Context: an optimization exercise on an open-source flow, tuned for small area and a short achievable clock period. The choices shown serve that exercise and are no tape-out recipe. Where RTL was checked, it was by simulation tests only, not by an equivalence proof against the original. No functional check of the RTL was part of run 2.

<file path="design/flow/design.v">
module Mod_Add(
    input clk,
    input reset,
    input [11:0] a,
    input [11:0] b,
    output reg [11:0] result
);
    parameter P = 13'd3329;
    wire [12:0] sum;
    wire [11:0] sum_mod;
    assign sum = a + b;
    assign sum_mod = (sum >= P) ? (sum - P) : sum[11:0];
    always @(posedge clk) begin
        if (reset)
            result <= 12'd0;
        else
            result <= sum_mod;
    end
endmodule
module Mod_Sub(
    input clk,
    input reset,
    input [11:0] a,
    input [11:0] b,
    output reg [11:0] result
);
    parameter P = 13'd3329;
    wire [12:0] diff;
    wire [11:0] diff_mod;
    assign diff = (a >= b) ? (a - b) : (13'd3329 + {1'b0, a} - {1'b0, b});
    assign diff_mod = diff[11:0];
    always @(posedge clk) begin
        if (reset)
            result <= 12'd0;
        else
            result <= diff_mod;
    end
endmodule
module Barrett_Reduce(
    input clk,
    input [23:0] Tbr,
    input reset,
    output reg [11:0] Rmdr
);
    parameter P = 13'd3329;
    parameter MU = 13'd5039;
    reg [23:0] Tbr1, Tbr2;
    reg [25:0] tq;
    reg [24:0] tq_mul_p;
    always @(posedge clk) begin
        if (reset) begin
            tq <= 26'd0;
            Tbr1 <= 24'd0;
        end else begin
            tq <= Tbr[23:11] * MU;
            Tbr1 <= Tbr;
        end
    end
    always @(posedge clk) begin
        if (reset) begin
            tq_mul_p <= 25'd0;
            Tbr2 <= 24'd0;
        end else begin
            tq_mul_p <= tq[25:13] * P;
            Tbr2 <= Tbr1;
        end
    end
    wire [24:0] Tbr2_ext;
    wire signed [25:0] r1_signed;
    wire [24:0] r1, r2, r3;
    assign Tbr2_ext = {1'b0, Tbr2};
    assign r1_signed = {1'b0, Tbr2_ext} - {1'b0, tq_mul_p};
    assign r1 = r1_signed[25] ? (r1_signed + P) : r1_signed[24:0];
    assign r2 = (r1 >= P) ? (r1 - P) : r1;
    assign r3 = (r2 >= P) ? (r2 - P) : r2;
    always @(posedge clk) begin
        if (reset)
            Rmdr <= 12'd0;
        else
            Rmdr <= r3[11:0];
    end
endmodule
module Mod_Mul(
    input clk,
    input reset,
    input [11:0] a,
    input [11:0] b,
    output wire [11:0] result
);
    parameter P = 13'd3329;
    reg [23:0] product;
    always @(posedge clk) begin
        if (reset)
            product <= 24'd0;
        else
            product <= a * b;
    end
    Barrett_Reduce barrett_inst (
        .clk(clk),
        .reset(reset),
        .Tbr(product),
        .Rmdr(result)
    );
endmodule
module Butterfly_Unit (
    input clk,
    input reset,
    input [1:0] operation,   
    input valid_in,
    input [11:0] a_in,
    input [11:0] b_in,
    input [11:0] zeta,      
    output reg [11:0] a_out,
    output reg [11:0] b_out,
    output reg valid_out
);
    parameter P = 13'd3329;
    localparam OP_NTT  = 2'b00;   
    localparam OP_INTT = 2'b01;   
    wire [11:0] add0, sub0;
    Mod_Add mod_add_0 (
        .clk(clk),
        .reset(reset),
        .a(a_in),
        .b(b_in),
        .result(add0)
    );
    Mod_Sub mod_sub_0 (
        .clk(clk),
        .reset(reset),
        .a(a_in),
        .b(b_in),
        .result(sub0)
    );
    reg [11:0] a_r1, b_r1;
    reg [11:0] zeta_r1;
    reg [1:0] op_r1;
    reg valid_r1;
    always @(posedge clk) begin
        if (reset) begin
            a_r1 <= 12'd0;
            b_r1 <= 12'd0;
            zeta_r1 <= 12'd0;
            op_r1 <= 2'b00;
            valid_r1 <= 1'b0;
        end else begin
            a_r1 <= a_in;
            b_r1 <= b_in;
            zeta_r1 <= zeta;
            op_r1 <= operation;
            valid_r1 <= valid_in;
        end
    end
    wire [11:0] mul_a, mul_b;
    assign mul_a = zeta_r1;
    assign mul_b = (op_r1 == OP_NTT) ? b_r1 : sub0;   
    wire [11:0] mul_result;
    Mod_Mul multiplier (
        .clk(clk),
        .reset(reset),
        .a(mul_a),
        .b(mul_b),
        .result(mul_result)   
    );
    reg [11:0] add0_d1, add0_d2, add0_d3, add0_d4;
    reg [11:0] a_d1, a_d2, a_d3, a_d4;
    reg [1:0] op_d1, op_d2, op_d3, op_d4;
    reg valid_d1, valid_d2, valid_d3, valid_d4;
    always @(posedge clk) begin
        if (reset) begin
            add0_d1 <= 12'd0; add0_d2 <= 12'd0; add0_d3 <= 12'd0; add0_d4 <= 12'd0;
            a_d1 <= 12'd0; a_d2 <= 12'd0; a_d3 <= 12'd0; a_d4 <= 12'd0;
            op_d1 <= 2'b00; op_d2 <= 2'b00; op_d3 <= 2'b00; op_d4 <= 2'b00;
            valid_d1 <= 1'b0; valid_d2 <= 1'b0; valid_d3 <= 1'b0; valid_d4 <= 1'b0;
        end else begin
            add0_d1 <= add0;
            a_d1 <= a_r1;
            op_d1 <= op_r1;
            valid_d1 <= valid_r1;
            add0_d2 <= add0_d1;
            a_d2 <= a_d1;
            op_d2 <= op_d1;
            valid_d2 <= valid_d1;
            add0_d3 <= add0_d2;
            a_d3 <= a_d2;
            op_d3 <= op_d2;
            valid_d3 <= valid_d2;
            add0_d4 <= add0_d3;
            a_d4 <= a_d3;
            op_d4 <= op_d3;
            valid_d4 <= valid_d3;
        end
    end
    wire [11:0] final_add, final_sub;
    Mod_Add mod_add_final (
        .clk(clk),
        .reset(reset),
        .a(a_d4),
        .b(mul_result),
        .result(final_add)
    );
    Mod_Sub mod_sub_final (
        .clk(clk),
        .reset(reset),
        .a(a_d4),
        .b(mul_result),
        .result(final_sub)
    );
    reg [11:0] add0_d5;
    reg [11:0] mul_d5;   
    reg [1:0] op_d5;
    reg valid_d5;
    always @(posedge clk) begin
        if (reset) begin
            add0_d5 <= 12'd0;
            mul_d5 <= 12'd0;
            op_d5 <= 2'b00;
            valid_d5 <= 1'b0;
        end else begin
            add0_d5 <= add0_d4;
            mul_d5 <= mul_result;
            op_d5 <= op_d4;
            valid_d5 <= valid_d4;
        end
    end
    always @(posedge clk) begin
        if (reset) begin
            a_out <= 12'd0;
            b_out <= 12'd0;
            valid_out <= 1'b0;
        end else begin
            valid_out <= valid_d5;
            if (valid_d5) begin
                case (op_d5)
                    OP_NTT: begin
                        a_out <= final_add;
                        b_out <= final_sub;
                    end
                    OP_INTT: begin
                        a_out <= add0_d5;
                        b_out <= mul_d5;   
                    end
                    default: begin
                        a_out <= 12'd0;
                        b_out <= 12'd0;
                    end
                endcase
            end
        end
    end
endmodule
</file>
<file path="design/flow/run.sh">
#!/bin/bash
# synth_recipe.tcl (not shown) runs the flow's synth.tcl, then flattens the netlist and writes it again
# the make line also repeats each setting of config.mk as NAME=value (left out here)
make -C /OpenROAD-flow-scripts/flow DESIGN_CONFIG=/design/flow/config.mk WORK_HOME=/design/flow/orfs CLKGATE_MAP_FILE= SYNTH_SCRIPT=/design/flow/synth_recipe.tcl finish
</file>
<file path="design/flow/config.mk">
export PLATFORM = sky130hd
export DESIGN_NAME = Butterfly_Unit
export DESIGN_NICKNAME = Butterfly_Unit
export VERILOG_FILES = /design/flow/design.v
export SDC_FILE = /design/flow/constraint.sdc
export NUM_CORES = 4
export LEC_CHECK = 0
export CAP_MARGIN = 20
export CORE_MARGIN = 2
export CORE_UTILIZATION = 40
export SLEW_MARGIN = 20
</file>
<file path="design/flow/constraint.sdc">
create_clock -name core_clock -period 6.5 [get_ports {clk}]
set_input_delay 1.3000 -clock core_clock [delete_from_list [all_inputs] [get_ports {clk}]]
set_output_delay 1.3000 -clock core_clock [all_outputs]
set_load 0.01 [all_outputs]
</file>
==> results of run 1 <==
[cell families (layout without fill, tap and decap cells)]
| logic type | Yosys count | in the layout | share of synthesized area (%) |
|---|---|---|---|
| AND/OR/NAND/NOR | 907 | 907 | 17.5 |
| adder cells (fa/ha/maj) | 514 | 514 | 29.9 |
| buffers and inverters | 465 | 572 | 6.73 |
| AO/OA/AOI/OAI | 414 | 414 | 10.5 |
| flip-flops | 369 | 369 | 28.1 |
| XOR/XNOR | 164 | 164 | 5.45 |
| multiplexers | 45 | 45 | 1.87 |
[worst max-delay path: stages (launching register included)]
cell and delay (ns):
dfxtp_1 0.32, nor2_2 0.13, buf_6 0.13, buf_4 0.17
mux2i_2 0.28, buf_4 0.20, nand2b_1 0.13, fa_1 0.43
fa_1 0.49, inv_1 0.06, fa_1 0.53, inv_1 0.05
fa_1 0.53, inv_1 0.05, fa_1 0.47, ha_1 0.32
o21ai_1 0.12, a21boi_1 0.12, o21ai_2 0.16, a21boi_2 0.08
o21ai_1 0.12, nand2b_1 0.08, a21o_1 0.19, a21oi_2 0.16
o21ai_2 0.10, o41ai_2 0.30, mux2_2 0.37
[cell type report]
cell class / instances / area (sq um) / share of cell area, %
timing repair buffer: 137 / 1230 / 4.13
tap: 864 / 1080 / 3.63
clock inverter: 22 / 280 / 0.941
sequential: 369 / 7390 / 24.8
clock buffer: 54 / 1180 / 3.95
inverter: 359 / 1350 / 4.53
multi-input combinational: 2044 / 17300 / 58.0
[metrics by stage]
stage | setup TNS [ns] | utilization, % | instance area (sq um) | instances
CTS | 0 | 45.3 | 29700 | 3847
detailed placement | -0.295 | 43.0 | 28200 | 3771
floorplan | 0 | - | 26300 | 2878
global placement | -0.0717 | 43.0 | 28200 | 3771
finish | 0 | 45.4 | 29800 | 3849
global route | -0.131 | 45.4 | 29800 | 3849
[registers in the layout, indices dropped and copies added, names as in the netlist, 13 cells and up]
| name | count |
|---|---|
| multiplier.barrett_inst.tq_mul_p | 25 |
| multiplier.barrett_inst.Tbr1 | 24 |
| multiplier.barrett_inst.Tbr2 | 24 |
| multiplier.product | 24 |
| multiplier.barrett_inst.tq | 13 |
[worst max path at each step]
| stage | startpoint | endpoint | slack [ns] | depth (start not counted) |
|---|---|---|---|---|
| finish | op_r1[1] | multiplier.product[22] | 0.29 | 26 |
| detailed placement | op_r1[1] | multiplier.product[22] | -0.18 | 31 |
| floorplan | op_r1[1] | multiplier.product[22] | 0.02 | 32 |
| CTS | op_r1[1] | multiplier.product[22] | 0.02 | 27 |
| global placement | op_r1[1] | multiplier.product[22] | -0.06 | 29 |
| global route | op_r1[1] | multiplier.product[22] | -0.08 | 31 |
[synth_stat cells, types with 11 or more instances]
library cell,n
nor2b_1,265
o21bai_1,36
nand3_1,30
clkbuf_1,94
nor2_1,258
a31oi_1,16
mux2_2,34
fa_1,192
a211oi_1,11
nor3_1,43
inv_1,359
xnor2_1,125
o21ai_0,56
o211ai_1,12
and2_1,32
nor4_1,12
mux2i_1,11
a21o_1,36
dfxtp_1,369
xor2_1,39
nand2_1,170
ha_1,322
a21oi_1,149
nand2b_1,24
and3_1,12
o21a_1,11
[layer usage]
metal  wire, um  GRT usage, %  share of wire, %
met1      26300          22.1                48
met2      25900          28.3                47
met3       1570          2.12               2.8
met4       1270          4.37               2.3
met5          0             0                 0
[repair_timing]
item | in CTS | in global routing
resized for setup | 7 | 31
setup buffers | 0 | 1
endpoints found under the setup margin | 2 | 8
pin swaps | 2 | 13
[cell usage in the layout, fill, tap and decap left out, drive strengths merged, types with 12 or more instances in the layout]
master	count
a211oi	17
a21o	36
a21oi	150
a31oi	16
and2	32
and3	12
buf	72
clkbuf	55
clkdlybuf4s50	64
dfxtp	369
fa	192
ha	322
inv	365
mux2	34
nand2	170
nand2b	24
nand3	30
nor2	259
nor2b	265
nor3	43
nor4	12
o211ai	12
o21ai	58
o21bai	36
xnor2	125
xor2	39
==> out/metrics.csv, run 1 <==
metric;value;unit
die footprint;0.0679;sq mm
synth warn;5;
Initial Utilization;40.2;%
WP data required;6.97;ns
Core Region;0.0655;sq mm
Setup WS pre-CTS;-0.176;ns
hold path cells;1;
asr flop ratio synth;0;%
number of synthesized flops with an enable pin;0;
CP endpoint kind;flop;
Total Wirelength;55100;um
Antenna Cells;0;
Final setup viols;0;
outcome;finished clean;
I/O pin count;66;
area share of the largest cell type after synthesis;28.1;%
Syn Nets;3433;
min Tclk post-route;6.21;ns
R2R Path End;multiplier.product[22];
post-synth cell types;80;
CTS H-Tree Depth;2;
clock sink count;369;
f_max;161;MHz
maxcap violations;0;
Pre-antenna DRT Iters;5;
number of global-route vias before repair;19300;
share of cells above drive strength 1;7.50;%
R2R setup slack;0.29;ns
hold_sp;add0_d4[2];
Setup CP Type;flop to flop;
synthesized area;0.0263;sq mm
Global Route Usage Sum;16.6;%
TritonCTS clock tree;done;
Synth Area per Inst;9.15;sq um
Syn Inst Count;2878;
Final Hold Vio Count;0;
remaining antenna violation count;0;
worst skew pair latency;0.58;ns
post-synth top area cell;dfxtp_1;
Vias per Instance;4.87;
initial antenna violation count;0;
gr ovfl total;0;
HPWL after DPL;43400;um
Layout Skew;0.0387;ns
type of element launching the critical path;flop;
Slew Limit Fails;0;
WHS;0.413;ns
Synth-to-Final Area Change;13.1;%
RSZ-0062 raised after global routing;yes;
global-route wire length before repair;93400;um
root buffer cell;clkbuf_16;
#FFs+latches synth;369;
worst slew pin tran;0.934;ns
DRC;0;
reg2reg start;op_r1[1];
Top FF cell, synth;dfxtp_1;
Fill cells;6209;
dominant cells by area after synthesis;dfxtp_1, ha_1, fa_1, nor2b_1, inv_1;
Max Fanout on Critical Path;8;
Worst-path clk slew;0.06;ns
die span in x;261;um
routability cong.;0.881;
NumNets Final;3508;
fin worst setup slack;0.286;ns
via count of the routed design;18700;
initial DRC count;869;
PortBufs;65;
Clock Path Buffers;3;
Seq/Total Area, Yosys;28.1;%
Hold WC Path Type;flop to flop;
Rel. slew slack;37.7;%
chip height;261;um
worst hold endpoint;add0_d5[2];
critical path arrival;6.68;ns
Cell Rows;94;
Hold Buf Count CTS;0;
Tcrit/Tclk final;95.6;%
CTS buffer count;42;
cells on worst reg2reg path;26;
routed length per instance;14.3;um
largest net degree at the start of global routing;152;
==> run 2: changes to the inputs <==
==> design/flow/design.v (replaced) <==
module Mod_Reduce24 (
    input  [23:0] p,
    output [13:0] x       
);
    reg [11:0] t0, t1, t2;
    always @(*) begin
        case (p[15:12])
            4'd0: t0 = 12'd0;    4'd1: t0 = 12'd767;  4'd2: t0 = 12'd1534; 4'd3: t0 = 12'd2301;
            4'd4: t0 = 12'd3068; 4'd5: t0 = 12'd506;  4'd6: t0 = 12'd1273; 4'd7: t0 = 12'd2040;
            4'd8: t0 = 12'd2807; 4'd9: t0 = 12'd245;  4'd10: t0 = 12'd1012; 4'd11: t0 = 12'd1779;
            4'd12: t0 = 12'd2546; 4'd13: t0 = 12'd3313; 4'd14: t0 = 12'd751; default: t0 = 12'd1518;
        endcase
        case (p[19:16])
            4'd0: t1 = 12'd0;    4'd1: t1 = 12'd2285; 4'd2: t1 = 12'd1241; 4'd3: t1 = 12'd197;
            4'd4: t1 = 12'd2482; 4'd5: t1 = 12'd1438; 4'd6: t1 = 12'd394;  4'd7: t1 = 12'd2679;
            4'd8: t1 = 12'd1635; 4'd9: t1 = 12'd591;  4'd10: t1 = 12'd2876; 4'd11: t1 = 12'd1832;
            4'd12: t1 = 12'd788; 4'd13: t1 = 12'd3073; 4'd14: t1 = 12'd2029; default: t1 = 12'd985;
        endcase
        case (p[23:20])
            4'd0: t2 = 12'd0;    4'd1: t2 = 12'd3270; 4'd2: t2 = 12'd3211; 4'd3: t2 = 12'd3152;
            4'd4: t2 = 12'd3093; 4'd5: t2 = 12'd3034; 4'd6: t2 = 12'd2975; 4'd7: t2 = 12'd2916;
            4'd8: t2 = 12'd2857; 4'd9: t2 = 12'd2798; 4'd10: t2 = 12'd2739; 4'd11: t2 = 12'd2680;
            4'd12: t2 = 12'd2621; 4'd13: t2 = 12'd2562; 4'd14: t2 = 12'd2503; default: t2 = 12'd2444;
        endcase
    end
    assign x = {2'b00, p[11:0]} + {2'b00, t0} + {2'b00, t1} + {2'b00, t2};
endmodule
module Mod_Final14 (
    input  [13:0] x,
    output [11:0] r
);
    reg [11:0] t3;
    always @(*) begin
        case (x[13:12])
            2'd0: t3 = 12'd0; 2'd1: t3 = 12'd767; 2'd2: t3 = 12'd1534; default: t3 = 12'd2301;
        endcase
    end
    wire [12:0] y  = {1'b0, x[11:0]} + {1'b0, t3};       
    wire [13:0] ym = {1'b0, y} - 14'd3329;
    assign r = ym[13] ? y[11:0] : ym[11:0];
endmodule
module Butterfly_Unit (
    input clk,
    input reset,
    input [1:0] operation,   
    input valid_in,
    input [11:0] a_in,
    input [11:0] b_in,
    input [11:0] zeta,
    output reg [11:0] a_out,
    output reg [11:0] b_out,
    output reg valid_out
);
    localparam [12:0] Q = 13'd3329;
    wire        intt0 = operation[0];
    wire [12:0] d0    = {1'b0, a_in} - {1'b0, b_in};
    wire [11:0] d0q   = d0[12] ? (d0[11:0] + Q[11:0]) : d0[11:0];
    wire [11:0] m0    = intt0 ? d0q : b_in;
    wire [12:0] s0    = {1'b0, a_in} + (intt0 ? {1'b0, b_in} : 13'd0);
    reg [11:0] m1, z1;
    reg [12:0] s1;
    reg [1:0]  op1;
    reg        v1;
    always @(posedge clk) begin
        m1  <= m0;
        s1  <= s0;
        z1  <= zeta;
        op1 <= operation;
    end
    wire [23:0] p1 = z1 * m1;
    reg [23:0] p2;
    reg [12:0] s2;
    reg [1:0]  op2;
    reg        v2;
    always @(posedge clk) begin
        p2  <= p1;
        s2  <= s1;
        op2 <= op1;
    end
    wire [13:0] x2;
    wire [11:0] r2;
    Mod_Reduce24 red (.p(p2), .x(x2));
    Mod_Final14  fin (.x(x2), .r(r2));
    reg [11:0] r3;
    reg [12:0] s3;
    reg [1:0]  op3;
    reg        v3;
    always @(posedge clk) begin
        r3  <= r2;
        s3  <= s2;
        op3 <= op2;
    end
    wire [12:0] t3  = s3 + (op3[0] ? 13'd0 : {1'b0, r3});    
    wire [13:0] t3m = {1'b0, t3} - Q;
    wire [11:0] ao  = t3m[13] ? t3[11:0] : t3m[11:0];
    wire [12:0] u3  = {1'b0, s3[11:0]} - {1'b0, r3};
    wire [11:0] bo  = u3[12] ? (u3[11:0] + Q[11:0]) : u3[11:0];
    always @(posedge clk) begin
        if (op3[1]) begin
            a_out <= 12'd0;
            b_out <= 12'd0;
        end else begin
            a_out <= ao;
            b_out <= op3[0] ? r3 : bo;
        end
    end
    always @(posedge clk) begin
        if (reset) begin
            v1 <= 1'b0; v2 <= 1'b0; v3 <= 1'b0; valid_out <= 1'b0;
        end else begin
            v1 <= valid_in; v2 <= v1; v3 <= v2; valid_out <= v3;
        end
    end
endmodule
==> run 2 against run 1 <==
- still clean
- area after synthesis decreased by 43%
- core utilization increased by 2.1 points
- first-iteration DRC count decreased by 37%
- final cell count decreased by 40%
- synthesized cell count decreased by 40%
==> out/metrics.csv, run 2 <==
metric;value;unit;change
commonest non-fill, non-tap cells in the layout;inv_1, ha_1, dfxtp_1;;
min Tclk post-route;6.36;ns;+0.144 ns
type of element launching the critical path;flop;;
top sig layer;met4;;
post-synth cell types;83;;+3.8%
root buffer cell;clkbuf_16;;
Slew Limit Fails;0;;unchanged
routed length per instance;14.6;um;+2.1%
WP buf/inv;3;;-3
synth warn;3;;-2
largest net degree at the start of global routing;33;;-78%
Setup CP Type;flop to flop;;
initial antenna violation count;0;;unchanged
TritonCTS clock tree;done;;
largest registers;s1 x13, s2 x13, s3 x13;;
Cell Rows;70;;-26%
WL met3;801;um;-49%
Core Region;0.0366;sq mm;-44%
f_max;157;MHz;-2.3%
critical path arrival;6.69;ns;about the same
Syn Nets;2050;;-40%
asr flop ratio synth;0;%;unchanged
HPWL after DPL;27200;um;-37%
routability cong.;0.846;;-3.9%
WL met2;15900;um;-39%
Max Fanout on Critical Path;4;;-4
dominant cells by area after synthesis;dfxtp_1, fa_1, ha_1, inv_1, and2_1;;
number of synthesized flops with an enable pin;0;;unchanged
Synth-to-Final Area Change;17.0;%;
PortBufs;65;;unchanged
die footprint;0.0388;sq mm;-43%
fin cells;2291;;-40%
Crit path largest cell delay;0.55;ns;+0.02 ns
post-synth top area cell;dfxtp_1;;
Seq/Total Area, Yosys;20.8;%;-7.2 points
CTS H-Tree Depth;4;;+2
DRC;0;;unchanged
Global Route Usage Sum;17.8;%;+1.2 points
clock sink count;155;;-58%
Pre-antenna DRT Iters;4;;-1
Worst-path clk slew;0.08;ns;+0.02 ns
worst skew pair latency;0.44;ns;-0.14 ns
#FFs+latches synth;155;;-58%
outcome;finished clean;;
worst slew pin tran;0.964;ns;+0.0299 ns
I/O pin count;66;;unchanged
Vias per Instance;5.11;;+5.1%
Cells after DPL;2249;;-40%
share of cells above drive strength 1;10.8;%;+3.2 points
Total Wirelength;33500;um;-39%
R2R Path End;r3[7];;
chip height;197;um;-24%
remaining antenna violation count;0;;unchanged
Design Area, Final;0.0174;sq mm;-42%
R2R setup slack;0.14;ns;-0.14 ns
Tcrit/Tclk final;97.8;%;+2.2 points
Hold Buf Count CTS;0;;unchanged
hold_sp;s1[12];;
global-route wire length before repair;56300;um;-40%
CTS buffer count;17;;-60%
DP Area;0.0163;sq mm;-42%
Hold WC Path Type;flop to flop;;
reg2reg start;p2[0];;
worst hold endpoint;s2[12];;
hold path cells;0;;-1
gr ovfl total;0;;unchanged
Synth Area per Inst;8.69;sq um;-5.0%
CP max stage cell;fa_1;;
WHS;0.328;ns;-0.0850 ns
number of global-route vias before repair;11600;;-40%
WP data required;6.83;ns;-0.14 ns
Initial Utilization;40.7;%;+0.47 points
most frequent cell after synthesis;inv_1;;
via count of the routed design;11700;;-37%
Final setup viols;0;;unchanged
commonest cells in the netlist;inv_1, ha_1, dfxtp_1;;
Clock Path Buffers;2;;-1
Antenna Cells;0;;unchanged
DRT met1 WL;16400;um;-38%
synthesized area;0.0149;sq mm;-43%
Final Hold Vio Count;0;;unchanged
NumNets Final;2147;;-39%
CP endpoint kind;flop;;
die span in x;197;um;-24%
area share of the largest cell type after synthesis;20.8;%;-7.2 points
cell family with the largest share of critical-path delay;compound AO/OA/AOI/OAI gates;;
Rel. slew slack;35.3;%;-2.5 points
RSZ-0062 raised after global routing;yes;;
maxcap violations;0;;unchanged
Layout Skew;0.0127;ns;-0.0260 ns
Top FF cell, synth;dfxtp_1;;
Syn Inst Count;1713;;-40%
Fill cells;3536;;-43%
most common cell after layout, fill and taps aside;inv_1;;
cells on worst reg2reg path;33;;+27%
initial DRC count;546;;-37%
-- run 2: cell types whose count changed in the layout (fill, tap and decap cells not counted), moves of 31 or more --
cell      delta
a21oi_1     -63
inv_1      -107
o21bai_1    -31
nand2_1     -56
nor2_1     -151
and2_1      +71
fa_1        -75
nor2b_1    -240
ha_1       -153
xnor2_1     -74
dfxtp_1    -222
-- run 2: timing repair --
| action | 4_1_cts | 5_1_grt |
|---|---|---|
| buffers inserted | 6 | 4 |
| setup endpoints to repair | 12 | 28 |
| pin swaps | 18 | 18 |
| gates resized for setup | 31 | 51 |
-- run 2: cell families after synthesis --
family / count (synthesis) / synth area share [%]
compound gates: 333 / 15.1
xor+xnor: 96 / 5.70
fa+ha+maj: 296 / 30.9
buf+inv: 304 / 7.74
flops: 155 / 20.8
mux: 33 / 2.77
simple gates: 496 / 16.9
-- run 2: worst register-to-register path: cells and delay by family (launching register included) --
kind | cells | cell delay [ns]
compound gates | 14 | 2.08
fa+ha+maj | 7 | 1.98
simple gates | 5 | 1.01
xor+xnor | 4 | 0.58
flops | 1 | 0.34
buf+inv | 3 | 0.26
-- run 2: how the worst max path moves through the flow --
stage	end	slack [ns]	cells past startpoint	start
after global placement	r3[4]	-0.13	32	p2[0]
after global routing	r3[6]	-0.21	34	p2[0]
after detailed placement	r3[4]	-0.31	32	p2[0]
final	r3[7]	0.14	33	p2[0]
after CTS	r3[4]	0.002	34	p2[0]
after floorplan	r3[6]	0.009	32	p2[0]
-- run 2: per-stage QoR --
stage	utilization, %	worst slack [ns]	setup TNS (ns)
floorplan	-	0.00906	0
global placement	44.6	-0.134	-0.905
detailed placement	44.6	-0.305	-2.75
CTS	46.9	0.00182	0
global route	47.6	-0.209	-1.75
finish	47.6	0.142	0
-- run 2: layout make-up --
cell class | instances | area [sq um] | area share [%]
well taps | 468 | 586 | 3.36
clock buffers | 17 | 425 | 2.44
clock inverters | 15 | 196 | 1.13
flip-flops and latches | 155 | 3110 | 17.9
repair buffers | 126 | 1130 | 6.50
multi-input cells | 1254 | 11000 | 63.2
inverters | 256 | 963 | 5.53
-- run 2: routing by layer --
metal,up-vias,GRT usage [%]
li1,5913,-
met1,5626,23.9
met2,157,30.2
met3,22,2.40
met4,0,4.51
met5,-,0

static timing again, ports no longer ideal:
How much do the figures lean on ideal ports? The routed layouts below were timed once more, with nothing changed but the port constraints. Step 1 sets driving cells, clkbuf_16 on the clock port and buf_2 on the other inputs (assumed; they add their load-dependent delay and slew). Step 2 moves the port delays by t, midway between the first and last clock arrival at a register: inputs arrive t later, outputs are due t later. That takes back most of the time a late clock gives input paths. Three values: no drivers, after step 1, after step 2; two values: the first two.
| run | t, ns | slack for setup (ns) | worst setup path at the end | clock arrival spread, ns |
|---|---|---|---|---|
| run 1 | 0.613 | 0.286 / 0.286 / 0.286 | register to register | 0.041 / 0.041 |
| run 2 | 0.484 | 0.142 / 0.142 / 0.142 | register to register | 0.014 / 0.015 |
After both steps setup and hold are still met in every run listed.
